From an optimization exercise on the open Yosys and OpenROAD flow, aimed at small area, a short achievable clock period and few clock cycles per item; shortcuts taken in it are not production practice. The RTL was checked by simulation tests, not by an equivalence proof against the original design. No activity file was given, so power comes from the tool's default toggle rates.

==> flow/design.v <==
`default_nettype none
module sram_control 
    #(parameter N=8) (
    clk, 
    reset,
    start,
    write_op,
    read_data,
    write_data_in,
    mem_addr_in,
    finished,
    write_enable,         
    read_data_reg,
    write_data_out,    
    mem_addr_out      
    );
    input logic clk;
    input logic reset;
    input logic start;
    input logic write_op;
    input logic [N-1:0] read_data;           
    input logic [N-1:0] write_data_in;       
    input logic [N-1:0] mem_addr_in;         
    output logic finished;
    output logic write_enable;               
    output logic [N-1:0] read_data_reg;      
    output logic [N-1:0] write_data_out;     
    output logic [N-1:0] mem_addr_out;       
    logic read_reg_en;                       
    logic [5:0] state;
    localparam [5:0] idle           = 6'b000_000;
    localparam [5:0] write_state    = 6'b001_010;
    localparam [5:0] read_state     = 6'b010_000;
    localparam [5:0] wait_read      = 6'b011_100;
    localparam [5:0] done           = 6'b100_001;
    assign finished = state[0];
    assign write_enable = state[1];
    assign read_reg_en = state[2];
    assign write_data_out = write_data_in;
    assign mem_addr_out = mem_addr_in;
    always_ff @(posedge clk or posedge reset) begin
        if (reset) read_data_reg <= 0;
        else if (read_reg_en)
            read_data_reg <= read_data;        
    end
    always_ff @(posedge clk or posedge reset) begin
        if (reset) state <= idle;                        
        else begin
            case(state)      
                idle: begin 
                        if (start && write_op)
                            state <= write_state;        
                        else if (start && !write_op)
                            state <= read_state;         
                end
                write_state: state <= done;
                read_state: state <= wait_read;          
                wait_read: state <= done;
                done: state <= idle;
                default: state <= idle;
            endcase    
        end
    end
endmodule
module decrypted_ram_control 
    #(parameter N=8,                     
        parameter M=5,                   
        parameter CHAR_MAX=122,          
        parameter CHAR_MIN=97,           
        parameter CHAR_SPACE=32)         
    (
    clk, 
    reset,
    start,
    write_data_in,
    mem_addr_in,
    finished,
    data_invalid,
    write_enable,
    write_data_out,    
    mem_addr_out      
    );
    input logic clk;
    input logic reset;
    input logic start;
    input logic [N-1:0] write_data_in;       
    input logic [M-1:0] mem_addr_in;         
    output logic finished;                   
    output logic data_invalid;               
    output logic write_enable;               
    output logic [N-1:0] write_data_out;     
    output logic [M-1:0] mem_addr_out;       
    logic check_data;                        
    logic [3:0] state;
    localparam [3:0] idle           = 4'b00_00;
    localparam [3:0] write_state    = 4'b01_00;
    localparam [3:0] check_write    = 4'b10_10;
    localparam [3:0] done           = 4'b11_01;
    assign finished = state[0];
    assign check_data = state[1];
    assign write_data_out = write_data_in;
    assign mem_addr_out = mem_addr_in;
    assign write_enable = 1'b1;              
    always_ff @(posedge clk or posedge reset) begin
        if (reset) data_invalid <= 0;
        else if (check_data) begin
            data_invalid <= (write_data_in > CHAR_MAX) ||        
                            (write_data_in < CHAR_MIN) &&        
                            (write_data_in != CHAR_SPACE);       
        end   
    end
    always_ff @(posedge clk or posedge reset) begin
        if (reset) state <= idle;    
        else begin
            case(state)      
                idle: begin 
                        if (start)
                            state <= write_state;        
                end   
                write_state: state <= check_write;
                check_write: state <= done;              
                done: state <= idle;
                default: state <= idle;         
            endcase    
        end
    end
endmodule
module initialize_sram 
    #(parameter N = 8) (
    clk,
    reset,
    start,
    finished,
    sram_fsm_finished,
    sram_fsm_start,
    write_sram,
    sram_addr,
    sram_write_data
    );
    input logic clk;
    input logic reset;
    input logic start;
    output logic finished;
    input logic sram_fsm_finished;
    output logic sram_fsm_start;
    output logic write_sram;
    output logic [N-1:0] sram_addr;
    output logic [N-1:0] sram_write_data;
    logic max_tick;                
    logic [N-1:0] addr_counter;
    logic counter_en;
    logic counter_reset;
    counter_to_max #(
        .MAX_COUNT(8'hFF), 
        .N(8)
        ) 
        i_counter (
            .clk(clk), 
            .reset(counter_reset),
            .en(counter_en),                     
            .max_tick(max_tick),                 
            .out_count(addr_counter)
        );
    logic [7:0] state;
    localparam [7:0] idle           = 8'b000_00100;
    localparam [7:0] fill_sram      = 8'b001_11000;
    localparam [7:0] wait_fill      = 8'b011_01000;
    localparam [7:0] incr_counter   = 8'b010_00010;
    localparam [7:0] done           = 8'b100_00001;
    assign finished = state[0];
    assign counter_en = state[1];
    assign counter_reset = state[2];           
    assign write_sram = state[3];
    assign sram_fsm_start = state[4];
    always_ff @(posedge clk or posedge reset) begin
        if (reset) sram_addr <= 0;
        else sram_addr <= addr_counter;   
    end
    always_ff @(posedge clk or posedge reset) begin
        if (reset) sram_write_data <= 0;
        else sram_write_data <= addr_counter;         
    end
    always_ff @(posedge clk or posedge reset) begin
        if (reset) state <= idle;    
        else begin
            case (state)      
                idle: begin 
                        if (start)
                            state <= fill_sram;
                end
                fill_sram: state <= wait_fill;
                wait_fill: begin
                    if (sram_fsm_finished && max_tick)          
                        state <= done;                           
                    else if (sram_fsm_finished)
                        state <= incr_counter;                   
                end
                incr_counter: state <= fill_sram;               
                done: state <= idle;
                default: state <= idle;     
            endcase    
        end
    end
endmodule
module sram_swap_control
    #(parameter N = 8) (
    clk, 
    reset,
    start,
    finished,
    addr_select, 
    data_select,   
    sram_write,        
    sram_fsm_finished,
    read_data, 
    sram_fsm_start,
    write_data,
    si_reg,
    sj_reg
    );
    input logic clk; 
    input logic reset;
    input logic start;
    output logic finished;
    output logic addr_select;            
    output logic data_select;            
    output logic sram_write;             
    input logic sram_fsm_finished;
    input logic [N-1:0] read_data;       
    output logic sram_fsm_start;
    output logic [N-1:0] write_data;             
    output logic [N-1:0] si_reg, sj_reg;        
    logic si_reg_en, sj_reg_en;          
    logic [10:0] state;
    localparam idle             = 11'b0000_00_00_00_0;
    localparam read_si          = 11'b0001_00_10_00_0;
    localparam wait_read_si     = 11'b0010_01_00_00_0;
    localparam read_sj          = 11'b0011_00_10_01_0;
    localparam wait_read_sj     = 11'b0100_10_00_01_0;
    localparam swap_1           = 11'b0101_00_11_01_0;          
    localparam wait_swap_1      = 11'b0110_00_01_01_0;
    localparam swap_2           = 11'b0111_00_11_10_0;          
    localparam wait_swap_2      = 11'b1000_00_01_10_0;
    localparam done             = 11'b1111_00_00_00_1;
    assign finished = state[0];
    assign addr_select = state[1];
    assign data_select = state[2];
    assign sram_write = state[3];
    assign sram_fsm_start = state[4];
    assign si_reg_en = state[5];
    assign sj_reg_en = state[6];
    always_ff @(posedge clk or posedge reset) begin
        if (reset) si_reg <= 0;
        else if (si_reg_en)
            si_reg <= read_data;  
    end
    always_ff @(posedge clk or posedge reset) begin
        if (reset) sj_reg <= 0;
        else if (sj_reg_en)
            sj_reg <= read_data;
    end
    always_comb begin
        case (data_select)
            0: write_data <= si_reg;
            1: write_data <= sj_reg;
        endcase     
    end
    always_ff @(posedge clk or posedge reset) begin
        if (reset) state <= idle;    
        else begin
            case (state)      
                idle: begin 
                    if (start)
                        state <= read_si;
                end
                read_si: state <= wait_read_si;
                wait_read_si: begin
                    if (sram_fsm_finished)
                        state <= read_sj;
                end
                read_sj: state <= wait_read_sj;
                wait_read_sj: begin
                    if (sram_fsm_finished)
                        state <= swap_1;
                end
                swap_1: state <= wait_swap_1;
                wait_swap_1: begin
                    if (sram_fsm_finished)
                        state <= swap_2;
                end
                swap_2: state <= wait_swap_2;
                wait_swap_2: begin
                    if (sram_fsm_finished)
                        state <= done;
                end
                done: state <= idle;            
                default: state <= idle;
            endcase    
        end
    end
endmodule
module control_swap (
    clk,
    reset,
    start_task2,
    secret_key,
    done,
    memory_finish,
    memory_data,      
    sram_control_start,           
    sram_write_op,   
    address,
    sram_write_data,     
    swap_done,
    addr_select,
    swap_start_mem,             
    swap_sram_write,        
    swap_write_data,
    start_swap
    );
    input logic clk;
    input logic reset;
    input logic start_task2;
    input logic [23:0] secret_key;
    output logic done;
    input logic memory_finish;
    input logic [7:0] memory_data;               
    output logic sram_control_start;
    output logic sram_write_op;   
    output logic [7:0] address;
    output logic [7:0] sram_write_data;          
    input logic swap_done;
    input logic addr_select;
    input logic swap_start_mem;              
    input logic swap_sram_write;             
    input logic [7:0] swap_write_data;
    output logic start_swap;
    logic start_mem;
    logic swap_control;
    logic write_op;
    logic [7:0] which_key_byte;                    
    logic [7:0] counter;  
    logic [7:0] j;
    assign address = addr_select ? j : counter;
    always_comb begin
        case(swap_control)
            0: {sram_control_start, sram_write_op} = {start_mem, write_op};
            1: {sram_control_start, sram_write_op} = {swap_start_mem, swap_sram_write};
        endcase 
    end
    assign sram_write_data = swap_write_data;
    logic [11:0] state;
    localparam [11:0] idle              = 12'b00000_0000001;
    localparam [11:0] read_ram          = 12'b00100_0000010;
    localparam [11:0] wait_read         = 12'b00000_0000100;
    localparam [11:0] add_all           = 12'b10010_0001000;
    localparam [11:0] wait_done         = 12'b10000_0010000;
    localparam [11:0] done_encoding     = 12'b00001_0100000;
    localparam [11:0] add_i             = 12'b00000_1000000;
    assign swap_control = state[11];
    assign write_op = state[10];
    assign start_mem = state[9];
    assign start_swap = state[8];
    assign done = state[7];
    always_comb begin
     case(counter%3)
        0: which_key_byte = secret_key[23:16];
        1: which_key_byte = secret_key[15:8];
        2: which_key_byte = secret_key[7:0];
        default: which_key_byte = 8'hFF;         
     endcase
    end
    always_ff @(posedge clk or posedge reset) begin
        if (reset) begin
        state <= idle;
        counter <= 8'b0;
        j <= 8'b0;
        end
        else begin
            case(state)  
                    idle: begin 
                        if (start_task2)
                            state <= read_ram;
                        counter <= counter;
                        j <= j;
                    end
                    read_ram: begin 
                        state <= wait_read;
                        counter <= counter;
                        j <= j;
                    end
                    wait_read: begin 
                        if (memory_finish)
                            state <= add_all;
                        counter <= counter;
                        j <= j;
                    end
                    add_all: begin 
                        state <= wait_done;
                        counter <= counter;
                        j <= j + memory_data + which_key_byte;
                    end
                    wait_done: begin 
                        j <= j;
                        if(!swap_done)
                            state <= wait_done;
                        else if (swap_done &&(counter !== 255))
                            state <= add_i;
                        else 
                            state <= done_encoding;
                        counter <= counter;
                    end
                    done_encoding: begin 
                        j <= j;
                        state <= idle;       
                        counter <= counter;
                    end
                    add_i: begin
                        j <= j;
                        state <= read_ram;
                        counter <= counter + 1'b1;
                    end
                    default: begin state <= idle; j <= 0; counter <= 0; end
            endcase
        end
    end
endmodule
module decrypt_message (
    reset,
    clk,
    start,
    memory_done,
    swap_done,
    ROM_done,
    RAM_done,
    MEM_read,
    encrypted_input_ROM,
    swap_start_mem,             
    swap_sram_write,            
    Si,
    Sj,
    swap_write_data,
    swap_select_address,
    start_ROM,
    start_RAM,
    start_swap,
    sram_control_start,
    write_op,
    addr_MEM,
    addr_RAM,
    addr_ROM,
    done,
    decrypted_output_to_RAM,
    sram_write_data
    );
    input logic reset;
    input logic clk;
    input logic start;
    input logic memory_done;
    input logic swap_done;
    input logic ROM_done;
    input logic RAM_done;
    input logic [7:0] MEM_read;
    input logic [7:0] encrypted_input_ROM;
    input logic swap_start_mem;              
    input logic swap_sram_write;             
    input logic [7:0] Si;
    input logic [7:0] Sj;
    input logic [7:0] swap_write_data;
    input logic swap_select_address;
    output logic start_ROM;
    output logic start_RAM;
    output logic start_swap;
    output logic sram_control_start;
    output logic write_op;
    output logic [7:0] addr_MEM;
    output logic [4:0] addr_RAM;
    output logic [4:0] addr_ROM;
    output logic done;
    output logic [7:0] decrypted_output_to_RAM;
    output logic [7:0] sram_write_data;
    logic mux_select_address;
    logic swap_control;                      
    logic start_MEM;                         
    logic [20:0]state ;
    logic [7:0] added_value ;
    logic [7:0] i;
    logic [7:0] j;
    logic [4:0] k;
    localparam [20:0] idle          = 21'b000000_0000_0001_0000000;
    localparam [20:0] addi          = 21'b000000_0000_0010_0000000;
    localparam [20:0] readSi        = 21'b000000_0000_0100_0010000;
    localparam [20:0] wait_MEM_1    = 21'b000000_0000_1000_0000000;
    localparam [20:0] addj          = 21'b000000_0001_0000_0100010;
    localparam [20:0] wait_swap     = 21'b000000_0010_0000_0100000;
    localparam [20:0] readSiSj      = 21'b000000_0100_0000_0010001;
    localparam [20:0] wait_MEM_2    = 21'b000000_1000_0000_0000001;
    localparam [20:0] read_ROM      = 21'b000001_0000_0000_0000100;
    localparam [20:0] wait_ROM      = 21'b000010_0000_0000_0000000;
    localparam [20:0] write_RAM     = 21'b000100_0000_0000_0001000;
    localparam [20:0] wait_RAM      = 21'b001000_0000_0000_0000000;
    localparam [20:0] add_k         = 21'b010000_0000_0000_0000000;
    localparam [20:0] DONE          = 21'b100000_0000_0000_1000000;
    assign mux_select_address = state[0];
    assign start_swap = state [1];
    assign start_ROM = state[2];
    assign start_RAM = state[3];
    assign start_MEM = state[4];
    assign swap_control = state[5];
    assign done = state[6];
    assign write_op = swap_sram_write;   
    assign addr_RAM = k;
    assign addr_ROM = k;
    always_comb begin
        if(mux_select_address)
            addr_MEM = (Si+Sj);
        else if (swap_select_address)
            addr_MEM = j;    
        else
            addr_MEM = i;
    end
    always_comb begin
        case(swap_control)
            0: sram_control_start = start_MEM;           
            1: sram_control_start = swap_start_mem;      
        endcase 
    end
    always_ff @(posedge clk or posedge reset) begin
        if(reset) begin
        state <= idle; k <= 5'b0 ; i <= 8'b0; j <= 8'b0; decrypted_output_to_RAM <= 8'b0;end
        else
        case(state)   
                idle : begin 
                    if(start)
                        state <= addi;
                end
                addi  : begin 
                    state <= readSi;
                    i <= i+1;
                end
                readSi : begin 
                    state <= wait_MEM_1;
                end 
                wait_MEM_1 : begin 
                    if(memory_done)
                        state <= addj;
                end 
                addj : begin 
                    state <= wait_swap;
                    j <= j + MEM_read;
                end 
                wait_swap : begin 
                    if(swap_done)
                        state <= readSiSj;
                end 
                readSiSj : begin
                    state <= wait_MEM_2;
                end 
                wait_MEM_2 : begin 
                    if(memory_done)
                        state <= read_ROM;
                end
                read_ROM : begin 
                    state <= wait_ROM;
                end
                wait_ROM : begin 
                    decrypted_output_to_RAM <= encrypted_input_ROM ^ MEM_read;
                    if(ROM_done)
                        state <= write_RAM;
                end
                write_RAM : begin 
                    state <= wait_RAM;
                end 
                wait_RAM : begin 
                    if(RAM_done)
                        state <= add_k;
                end 
                add_k : begin 
                    if(k !== 31) begin    
                        k <= k + 1;
                        state <= addi;
                    end
                    else
                        state <= DONE;
                end 
                DONE : begin 
                    state <= idle;
                end 
            default: begin  state <= idle; k <= 5'b0 ; i <= 8'b0; j <= 8'b0; decrypted_output_to_RAM <= 8'b0; end
        endcase
    end
    assign sram_write_data = swap_write_data;
endmodule
module counter_to_max 
    #( parameter N = 8, 
        parameter MAX_COUNT = 8'hFF,     
        parameter MIN_COUNT = 8'h00)     
    (
    clk, reset,
    en,
    max_tick,
    out_count
    );
    input logic clk, reset;
    input logic en;
    output logic max_tick;
    output logic [N-1:0] out_count;
    logic [N-1:0] count_next;
    always_ff @(posedge clk, posedge reset) begin
        if (reset) out_count <= MIN_COUNT;
        else if (en) out_count <= count_next;        
    end
    assign count_next = (out_count==(MAX_COUNT)) ? MIN_COUNT : (out_count+1);
    assign max_tick = (out_count==(MAX_COUNT)) ? 1'b1 : 1'b0;        
endmodule
`default_nettype none
module master_fsm (
    clk,
	reset,
	start,
    finished,
    initialize_finished,
    initialize_start,             
    initialize_reset,
    shuffle_finished,
    shuffle_start,             
    shuffle_reset,
    compute_finished,
	data_invalid,
    compute_start,
    compute_reset,
    swap_reset,
    sram_reset,
	decr_ram_reset,
	encr_rom_reset,
    control_select,
	max_key,
	en_next_key,
	reset_key,
	key_not_found
	);
    input logic clk;
	input logic reset;
	input logic start;
    output logic finished;
    input logic initialize_finished;
    output logic initialize_start;             
    output logic initialize_reset;
    input logic shuffle_finished;
    output logic shuffle_start;             
    output logic shuffle_reset;
    input logic compute_finished;
	input logic data_invalid;
    output logic compute_start;
    output logic compute_reset;
    output logic swap_reset;
    output logic sram_reset;
	output logic decr_ram_reset;
	output logic encr_rom_reset;
    output logic [1:0] control_select;
	input logic max_key;
	output logic en_next_key;
	output logic reset_key;
	output logic key_not_found;
    logic [19:0] state;
	localparam [19:0] idle                  = 20'b0000_100_000_00_1111111_0;
	localparam [19:0] begin_initialize      = 20'b0001_000_001_01_0000000_0;
	localparam [19:0] wait_initialize       = 20'b0010_000_000_01_0000000_0;
	localparam [19:0] begin_shuffle         = 20'b0011_000_010_10_0000000_0;    
	localparam [19:0] wait_shuffle          = 20'b0100_000_000_10_0000000_0;    
	localparam [19:0] begin_compute         = 20'b0101_000_100_11_0000000_0;    
	localparam [19:0] wait_compute          = 20'b0110_000_000_11_0000000_0;    
	localparam [19:0] done_succ             = 20'b0111_000_000_00_0000000_1;
	localparam [19:0] change_key			= 20'b1000_010_000_00_1111111_0;
	localparam [19:0] done_fail				= 20'b1001_001_000_00_0000000_0;
	assign finished = state[0];
	assign initialize_reset = state[1];
	assign shuffle_reset = state[2];
	assign compute_reset = state[3];
	assign swap_reset = state[4];
    assign sram_reset = state[5];
	assign decr_ram_reset = state[6];
	assign encr_rom_reset = state[7];
	assign control_select = state[9:8];
	assign initialize_start = state[10];
	assign shuffle_start = state[11];
	assign compute_start = state[12];
	assign key_not_found = state[13];
	assign en_next_key = state[14];
	assign reset_key = state[15];
	always_ff @(posedge clk or posedge reset) begin
		if (reset) state <= idle;    
		else begin
			case (state)      
				idle: begin 
				    if (start)
						state <= begin_initialize;
				end
				begin_initialize: state <= wait_initialize;
                wait_initialize: begin					 
                    if (initialize_finished)
                        state <= begin_shuffle;
                end
                begin_shuffle: state <= wait_shuffle;
                wait_shuffle: begin						 
                    if (shuffle_finished)
                        state <= begin_compute;   
                end
				begin_compute: state <= wait_compute;
                wait_compute: begin						 
					if (data_invalid)					 
						state <= change_key;
                    else if (compute_finished)
                        state <= done_succ;				 
                end
				change_key: begin
					if (max_key)
						state <= done_fail;				 
					else 
						state <= begin_initialize;		 
				end
				done_fail: state <= done_fail;
				done_succ: state <= done_succ;   
				default: state <= idle;
			endcase    
		end
	end
endmodule
`default_nettype none
module top_level(
    clk,
    reset,
    start,
    key_start,
    sram_read_data,
    sram_write_enable,
    sram_write_data,
    sram_addr,
	ram_addr,			
	ram_write_data,		
	ram_write_enable,	
	ram_read_data,	
	rom_addr,			
	rom_read_data,
    key_not_found,
    key_found,
    secret_key_0,
    secret_key_1,
    secret_key_2,
    secret_key_3,
    secret_key_4,
    secret_key_5
	);
	input logic clk;
	input logic reset;
	input logic start;
	input logic [23:0] key_start;        
	input logic [7:0] sram_read_data;
	output logic sram_write_enable;     
	output logic [7:0] sram_write_data;
	output logic [7:0] sram_addr;  
    output logic [4:0] ram_addr;			
	output logic [7:0] ram_write_data;		
	output logic ram_write_enable;	
	input logic [7:0] ram_read_data;
    output logic [4:0] rom_addr;			
    input logic [7:0] rom_read_data;
    output logic key_not_found;
    output logic key_found;
    output logic [3:0] secret_key_0;
    output logic [3:0] secret_key_1;
    output logic [3:0] secret_key_2;
    output logic [3:0] secret_key_3;
    output logic [3:0] secret_key_4;
    output logic [3:0] secret_key_5;
    logic initialize_start;             
    logic initialize_reset;
    logic initialize_finished;
    logic initialize_sram_control_start;
    logic initialize_write_sram;
    logic [7:0] initialize_sram_addr;
    logic [7:0] initialize_sram_write_data;
    logic shuffle_start;             
    logic shuffle_reset;
    logic shuffle_finished;
    logic shuffle_sram_control_start;        
    logic shuffle_write_sram;                
    logic shuffle_start_swap;                
    logic [7:0] shuffle_sram_addr;           
    logic [7:0] shuffle_sram_write_data;     
    logic compute_start;             
    logic compute_reset;
    logic compute_finished;
    logic compute_sram_control_start;        
    logic compute_write_sram;                
    logic compute_start_swap;                
    logic [7:0] compute_sram_addr;           
    logic [7:0] compute_sram_write_data;     
    logic [1:0] control_select;
	logic sram_control_reset;
	logic sram_control_start;         
	logic sram_write_op;              
	logic [7:0] sram_write_data_in;      
	logic [7:0] sram_addr_in;        
	logic sram_finished;         
	logic [7:0] sram_read_data_reg;          
    logic encrypted_rom_control_start;
    logic encrypted_rom_control_reset;
    logic rom_finished;                     
    logic [4:0] rom_addr_in;
    logic [7:0] rom_read_data_reg;
    logic decrypted_ram_control_start;
    logic decrypted_ram_control_reset;
    logic ram_finished;
    logic ram_data_invalid;    
    logic [4:0] ram_addr_in;
    logic [7:0] ram_write_data_in;
    logic swap_reset;
    logic swap_start;
    logic swap_finished;
    logic swap_addr_select;                      
    logic swap_data_select;                      
    logic swap_sram_write;                       
    logic swap_sram_fsm_start;                   
    logic [7:0] swap_write_data;                 
    logic [7:0] swap_si_reg, swap_sj_reg;        
    logic reset_key;
    logic en_next_key;
    logic max_key;
    logic [24:0] secret_key; 
    assign secret_key_0 = secret_key[3:0];
    assign secret_key_1 = secret_key[7:4];
    assign secret_key_2 = secret_key[11:8];
    assign secret_key_3 = secret_key[15:12];
    assign secret_key_4 = secret_key[19:16];
    assign secret_key_5 = secret_key[23:20];
    master_fsm master_fsm0 (
        .clk(clk),
        .reset(reset),
        .start(start),
        .finished(key_found),
        .initialize_finished(initialize_finished),
        .initialize_start(initialize_start),             
        .initialize_reset(initialize_reset),
        .shuffle_finished(shuffle_finished),
        .shuffle_start(shuffle_start),             
        .shuffle_reset(shuffle_reset),
        .compute_finished(compute_finished),
        .compute_start(compute_start),
        .compute_reset(compute_reset),
        .data_invalid(ram_data_invalid),
        .swap_reset(swap_reset),
        .sram_reset(sram_control_reset),
        .decr_ram_reset(decrypted_ram_control_reset),
	    .encr_rom_reset(encrypted_rom_control_reset),
        .max_key(max_key),
	    .en_next_key(en_next_key),
	    .reset_key(reset_key),
	    .key_not_found(key_not_found),
        .control_select(control_select)
    );
    initialize_sram #(
        .N(8) 
        )
        initialize_stage (
            .clk(clk),
            .reset(initialize_reset),
            .start(initialize_start),
            .finished(initialize_finished),
            .sram_fsm_finished(sram_finished),
            .sram_fsm_start(initialize_sram_control_start),
            .write_sram(initialize_write_sram),
            .sram_addr(initialize_sram_addr),
            .sram_write_data(initialize_sram_write_data)
        );
    control_swap shuffle_stage (           
        .clk(clk),
        .reset(shuffle_reset),
        .start_task2(shuffle_start),
        .secret_key(secret_key[23:0]),                       
        .done(shuffle_finished),
        .memory_finish(sram_finished),
        .memory_data(sram_read_data_reg),      
        .sram_control_start(shuffle_sram_control_start),           
        .sram_write_op(shuffle_write_sram),   
        .address(shuffle_sram_addr),
        .sram_write_data(shuffle_sram_write_data),     
        .swap_done(swap_finished),
        .addr_select(swap_addr_select),
        .swap_start_mem(swap_sram_fsm_start),             
        .swap_sram_write(swap_sram_write),        
        .swap_write_data(swap_write_data),
        .start_swap(shuffle_start_swap)  
    );
    decrypt_message compute_stage (
        .clk(clk),
        .reset(compute_reset),
        .start(compute_start),
        .done(compute_finished),   
        .memory_done(sram_finished),                         
        .MEM_read(sram_read_data_reg),                       
        .sram_control_start(compute_sram_control_start),     
        .write_op(compute_write_sram),                       
        .addr_MEM(compute_sram_addr),                        
        .sram_write_data(compute_sram_write_data),
        .swap_done(swap_finished),                   
        .swap_start_mem(swap_sram_fsm_start),        
        .swap_sram_write(swap_sram_write),           
        .Si(swap_si_reg),                            
        .Sj(swap_sj_reg),                            
        .swap_select_address(swap_addr_select),      
        .swap_write_data(swap_write_data),            
        .start_swap(compute_start_swap),             
        .ROM_done(rom_finished),                     
        .encrypted_input_ROM(rom_read_data_reg),     
        .start_ROM(encrypted_rom_control_start),     
        .addr_ROM(rom_addr_in),                      
        .RAM_done(ram_finished),                     
        .start_RAM(decrypted_ram_control_start),     
        .addr_RAM(ram_addr_in),                      
        .decrypted_output_to_RAM(ram_write_data_in)  
    );
	sram_control sram_control0 (
		.clk(clk),
		.reset(sram_control_reset),
		.start(sram_control_start),                
		.write_op(sram_write_op),                  
		.read_data(sram_read_data),                
		.write_data_in(sram_write_data_in),        
		.mem_addr_in(sram_addr_in),                
		.finished(sram_finished),                  
		.write_enable(sram_write_enable),          
		.read_data_reg(sram_read_data_reg),        
		.write_data_out(sram_write_data),          
		.mem_addr_out(sram_addr)                   
	);
    always_comb begin
        case(control_select)
            2'b00: {sram_control_start, sram_write_op, sram_write_data_in, sram_addr_in} = {1'b0,1'b0,8'hAA,8'hBB};
            2'b01: {sram_control_start, sram_write_op, sram_write_data_in, sram_addr_in} = {initialize_sram_control_start, initialize_write_sram, initialize_sram_write_data, initialize_sram_addr};
            2'b10: {sram_control_start, sram_write_op, sram_write_data_in, sram_addr_in} = {shuffle_sram_control_start, shuffle_write_sram, shuffle_sram_write_data, shuffle_sram_addr};
            2'b11: {sram_control_start, sram_write_op, sram_write_data_in, sram_addr_in} = {compute_sram_control_start, compute_write_sram, compute_sram_write_data, compute_sram_addr};
        endcase  
    end
    decrypted_ram_control #(
        .N(8),       
        .M(5),       
        .CHAR_MAX(122),      
        .CHAR_MIN(97),       
        .CHAR_SPACE(32)      
        )
        decrypted_ram_control_instance (
            .clk(clk), 
            .reset(decrypted_ram_control_reset),
            .start(decrypted_ram_control_start),     
            .write_data_in(ram_write_data_in),       
            .mem_addr_in(ram_addr_in),               
            .finished(ram_finished),                 
            .data_invalid(ram_data_invalid),         
            .write_enable(ram_write_enable),         
            .write_data_out(ram_write_data),         
            .mem_addr_out (ram_addr)                 
        );
    sram_control encrypted_rom_control (
		.clk(clk),
		.reset(encrypted_rom_control_reset),
		.start(encrypted_rom_control_start),         
		.write_op(1'b0),                             
		.read_data(rom_read_data),                   
		.mem_addr_in(rom_addr_in),                   
		.finished(rom_finished),                     
		.read_data_reg(rom_read_data_reg),           
		.mem_addr_out(rom_addr)                      
	);
    sram_swap_control #(
        .N(8)
        )
        sram_swap_control0 (
            .clk(clk),                               
            .reset(swap_reset),                      
            .start(swap_start),                      
            .finished(swap_finished),                
            .addr_select(swap_addr_select),          
            .data_select(swap_data_select),          
            .sram_write(swap_sram_write),            
            .sram_fsm_finished(sram_finished),       
            .read_data(sram_read_data_reg),          
            .sram_fsm_start(swap_sram_fsm_start),    
            .write_data(swap_write_data),            
            .si_reg(swap_si_reg),                    
            .sj_reg(swap_sj_reg)                     
        );
    always_comb begin
        case(control_select[0])      
            0: swap_start = shuffle_start_swap;      
            1: swap_start = compute_start_swap;      
        endcase  
    end
    localparam [24:0] MAX_KEY = 25'b0_01000000_00000000_00000000;
    always_ff @(posedge clk) begin
        if (reset_key) secret_key <= {1'b0, key_start};
        else if (en_next_key) secret_key <= max_key ? {1'b0, key_start} : (secret_key + 1'b1);
    end
    assign max_key = (secret_key == MAX_KEY);
endmodule
==> flow/run.sh <==
#!/bin/bash
# synth_recipe.tcl (not shown) runs the flow's synth.tcl, then flattens the netlist and writes it again
# the make line also repeats each setting of config.mk as NAME=value (left out here)
make -C /OpenROAD-flow-scripts/flow DESIGN_CONFIG=/design/flow/config.mk WORK_HOME=/design/flow/orfs CLKGATE_MAP_FILE= SYNTH_SCRIPT=/design/flow/synth_recipe.tcl finish
==> flow/config.mk <==
export PLATFORM = sky130hd
export DESIGN_NAME = top_level
export DESIGN_NICKNAME = top_level
export VERILOG_FILES = /design/flow/design.v
export SDC_FILE = /design/flow/constraint.sdc
export NUM_CORES = 4
export LEC_CHECK = 0
export CAP_MARGIN = 20
export CORE_MARGIN = 2
export CORE_UTILIZATION = 40
export SLEW_MARGIN = 20
==> flow/constraint.sdc <==
create_clock -name core_clock -period 10.0 [get_ports {clk}]
set_input_delay 2.0000 -clock core_clock [delete_from_list [all_inputs] [get_ports {clk}]]
set_output_delay 2.0000 -clock core_clock [all_outputs]
set_load 0.01 [all_outputs]
==> summary.md <==
| Metric | Value |
|---|---|
| Reg2Reg Launch Point | `shuffle_stage.counter[6]$_DFFE_PP0N_` |
| Clk root buf | `clkbuf_16` |
| Max_cap viols | `0` |
| Via-to-Cell Ratio | `5.50` |
| Gr ovfl total | `0` |
| DRT iter0 DRCs | `669` |
| CP required | `10.31 ns` |
| Largest reg by FF count | `secret_key` |
| Ant diodes | `0` |
| Area grow syn2layout | `14.6%` |
| FF-to-FF End | `shuffle_stage.j[7]$_DFFE_PP0N_` |
| Avg Inst Size Synth | `9.21 sq um` |
| Full die area | `30300 sq um` |
| FF+latch count, synth | `187` |
| Post-DP Area | `12700 sq um` |
| GPL Wtd Cong | `0.916` |
| Leak | `5.64 nW` |
| Avg WL per Cell | `17.4 um` |
| CP endpoint kind | `flop` |
| Post-CTS Setup Inserts | `0` |
| Area leader, netlist | `dfrtp_1` |
| Cts hold-fix bufs | `0` |
| Number of enable flip-flop cells after synthesis | `24` |
| Pin slew with the least headroom to its limit | `1.08 ns` |
| Reg2reg path depth | `31` |
| Comb power frac | `29.6%` |
| Synthesized Nets | `1351` |
| Initial antenna violation count | `0` |
| Max Freq | `0.119 GHz` |
| Synth top area share | `33.9%` |
| Clock Latency Late Sink | `0.44 ns` |
| Clock sink count | `187` |
| Fin crit share | `84.4%` |
| Die Span X | `174 um` |
| Sequential-to-total area share from yosys stat | `41.4%` |
| Largest registers | `secret_key (25), compute_stage.state (17), master_fsm0.state (14)` |
| Final Critical Period | `8.44 ns` |
| Peak VDD IR | `0.135 mV` |
| # IOs | `113` |
| Psw | `0.878 mW` |
| CP max FO | `17` |
| Sw Share | `36.1%` |
| Synthesized cell area | `11600 sq um` |
| Fin Hold WS | `0.221 ns` |
| Synth cell types | `89` |
| Hold Fails Final Rpt | `0` |
| Slowest CP cell | `dfrtp_1` |
| Layout cells sized above 1 | `8.26%` |
| WP data arrival | `8.74 ns` |
| ANT nets after route | `0` |
| Largest register FFs | `25` |
| Htree depth | `4` |
| I/O Buffers | `103` |
| Status | `no timing/DRC/antenna violations` |
| Finished Core Util | `46.4%` |
| Reg power frac | `43.5%` |
| Clock share of power | `26.9%` |
| Final-report max-slew violation count | `0` |
| # rows | `62` |
| Power density cells | `183 nW/um^2` |
| Synth Flop Type | `dfrtp_1` |
| Worst setup startpoint | `shuffle_stage.counter[6]$_DFFE_PP0N_` |
| Max_slew headroom | `28.2%` |
| Clk buf depth | `2` |
| Pint | `1.55 mW` |
| Die Y | `174 um` |
| First-pass GRT wire length | `48.2 mm` |
| Setup Viol. Count Final | `0` |
| Reg-to-reg slack, setup | `1.56 ns` |
| Fraction of registers with async set/reset | `86.6%` |
| Initial core utilization | `40.5%` |
| Hpwl dp | `22.0 mm` |
| Largest net degree at the start of global routing | `77` |
| Unrepaired setup endpoints after global routing | `false` |
| Hold WC Path Type | `flop to async pin` |
| 1st-pass router iterations | `6` |
| Startpoint Class | `flop` |
| Clk pin slew, worst setup/hold paths | `0.07 ns` |
| CTS tree | `yes` |
| Slowest cell delay on critical path | `0.67 ns` |
| Setup_tns | `0 ns` |
| Setup crit end | `shuffle_stage.j[7]$_DFFE_PP0N_` |
| Fin nets | `1402` |
| Yosys warns | `11` |
| Final wirelength | `29.6 mm` |
| Critical Setup Path Class | `flop to flop` |
| Setup Skew | `0.0141 ns` |
| Drc violations | `0` |
| Vias in the first global route | `9072` |
| Final Cell Area | `13300 sq um` |
| Post_cts resized | `0` |
| Total GRT Usage | `19.8%` |
| Cells taking the most area after synthesis | `dfrtp_1, edfxtp_1, nand2_1, o21ai_0, ha_1` |
| Vias | `9380` |
| Core region area | `28600 sq um` |
| Inserted Clock Buffers | `17` |
| Total chip power | `2.43 mW` |
| Cells after Synth | `1258` |
## final cells by class
cell class	count	area (sq um)
clock buffers	20	460
clock inverters	10	93.8
fillers	2756	15300
inverters	69	264
multi-input cells	927	6120
flip-flops and latches	187	4800
well taps	384	480
repair buffers	107	1060
## per-stage QoR
| stage | setup slack [ns] | std cells |
|---|---|---|
| after floorplan | 2.61 | 1258 |
| after global routing | 0.982 | 1704 |
| after detailed placement | 1.68 | 1674 |
| after global placement | 1.80 | 1674 |
| after CTS | 1.66 | 1704 |
| final | 1.56 | 1704 |
## power by group through the flow
stage | Sequential (mW) | Clock, mW | Combinational (mW)
5_1_grt | 1.07 | 0.706 | 0.817
2_1_floorplan | 0.979 | 0 | 0.570
3_5_place_dp | 1.07 | 0 | 0.727
4_1_cts | 1.06 | 0.669 | 0.732
3_3_place_gp | 1.07 | 0 | 0.712
6_report | 1.06 | 0.655 | 0.719
## worst max-delay path: cells and delay by family, from the launching register on
kind / cells / cell delay (ns)
AO/OA/AOI/OAI: 15 / 3.53
multiplexers: 1 / 0.37
buffers and inverters: 3 / 0.22
adder cells (fa/ha/maj): 5 / 2.00
flip-flops: 1 / 0.67
AND/OR/NAND/NOR: 6 / 1.30
XOR/XNOR: 1 / 0.23
## cells in the final DEF (no fill, tap or decap), types with 9 or more instances in the layout
master           count
nand4_1             19
clkdlybuf4s50_1    103
o21ai_0             88
nand3b_1             9
mux2_2              35
a21oi_1             54
and3_1              17
edfxtp_1            24
o21bai_1             9
nand3_1             51
nor4_1              16
nand2_1            132
o211ai_1            13
nor2b_1             16
clkbuf_16           17
inv_1               65
or2_2               14
a211oi_1             9
mux2i_1             27
xnor2_1             38
a22o_1              16
nand2b_1            15
and2_1               9
nor3_1              31
fa_1                10
or4_1                9
xor2_1              27
dfrtp_1            157
nor2_1             105
ha_1                32
## kinds of logic (layout without fill, tap and decap cells)
logic type	after synthesis	after routing	share of synthesized area [%]
flip-flops	187	187	41.4
multiplexers	63	63	5.86
XOR/XNOR	65	65	4.91
adder cells (fa/ha/maj)	42	42	5.18
AND/OR/NAND/NOR	494	494	21.9
AO/OA/AOI/OAI	262	262	14.9
other	1	1	0.0324
buffers and inverters	144	206	5.81
## synth_stat cells (all sizes together) (5+ instances only)
library cell	count
dfstp	5
nand4	19
o22ai	5
o21ai	91
clkbuf	34
a211oi	9
nand3b	9
nand3	51
xnor2	38
nor3b	7
a221o	6
a22oi	6
and3	18
nor2b	16
o21bai	9
nor2	106
buf	41
nand2b	15
edfxtp	24
a21oi	54
mux2	36
or4	9
and2	9
o211ai	13
or3	5
inv	67
xor2	27
a22o	16
a31oi	8
nor4b	6
a21o	8
mux2i	27
nor4	16
fa	10
or2	17
nand4b	6
ha	32
o31ai	6
dfrtp	157
nand2	133
nor3	33
## worst min-delay path by stage
stage | startpoint | endpoint | slack, ns | depth (start not counted)
after floorplan | initialize_stage.state[2]$_DFFE_PP1P_ | initialize_stage.i_counter.out_count[0]$_DFFE_PP0P_ | 0.18 | 1
after global placement | initialize_stage.state[2]$_DFFE_PP1P_ | initialize_stage.i_counter.out_count[0]$_DFFE_PP0P_ | 0.24 | 1
after detailed placement | initialize_stage.state[2]$_DFFE_PP1P_ | initialize_stage.i_counter.out_count[0]$_DFFE_PP0P_ | 0.24 | 1
after CTS | initialize_stage.state[2]$_DFFE_PP1P_ | initialize_stage.i_counter.out_count[0]$_DFFE_PP0P_ | 0.25 | 1
after global routing | initialize_stage.state[2]$_DFFE_PP1P_ | initialize_stage.i_counter.out_count[5]$_DFFE_PP0P_ | 0.27 | 1
final | initialize_stage.state[2]$_DFFE_PP1P_ | initialize_stage.i_counter.out_count[5]$_DFFE_PP0P_ | 0.22 | 1
## per-layer routing
| layer | up-vias | wire [um] | GRT usage, % |
|---|---|---|---|
| li1 | 4558 | - | - |
| met1 | 4531 | 13800 | 27.0 |
| met2 | 253 | 13500 | 31.3 |
| met3 | 38 | 1450 | 4.07 |
| met4 | 0 | 845 | 7.32 |
| met5 | - | 0 | 0 |
Testbench counts, summed over its fixed seeds: cycles 2,677,902, keys 408.

[separate check: timing with driven ports]
Ports are ideal in the flow. The routed layout listed here was re-timed in OpenROAD. Step 1, drivers: a clkbuf_16 drives clk and a buf_2 each remaining input, both assumed. Step 2 times the ports against the registers' clock, not the clock port: input delays grow and output delays shrink by t, the midpoint of the rising clock arrivals with the driver on. Slacks: no drivers / after step 1 / after step 2; pairs: no drivers / after step 1.
shift t [ns]: 0.479
setup WS [ns]: 1.565 / 1.565 / 1.565
worst hold slack (ns): 0.221 / 0.221 / 0.221
worst setup path after step 2: register to register
worst slew at a driven data input, ns: 0.04
After both steps setup and hold are still met in this run. For this run, drivers alone change the setup slack by 0.000 ns; drivers and shift together by 0.000 ns.
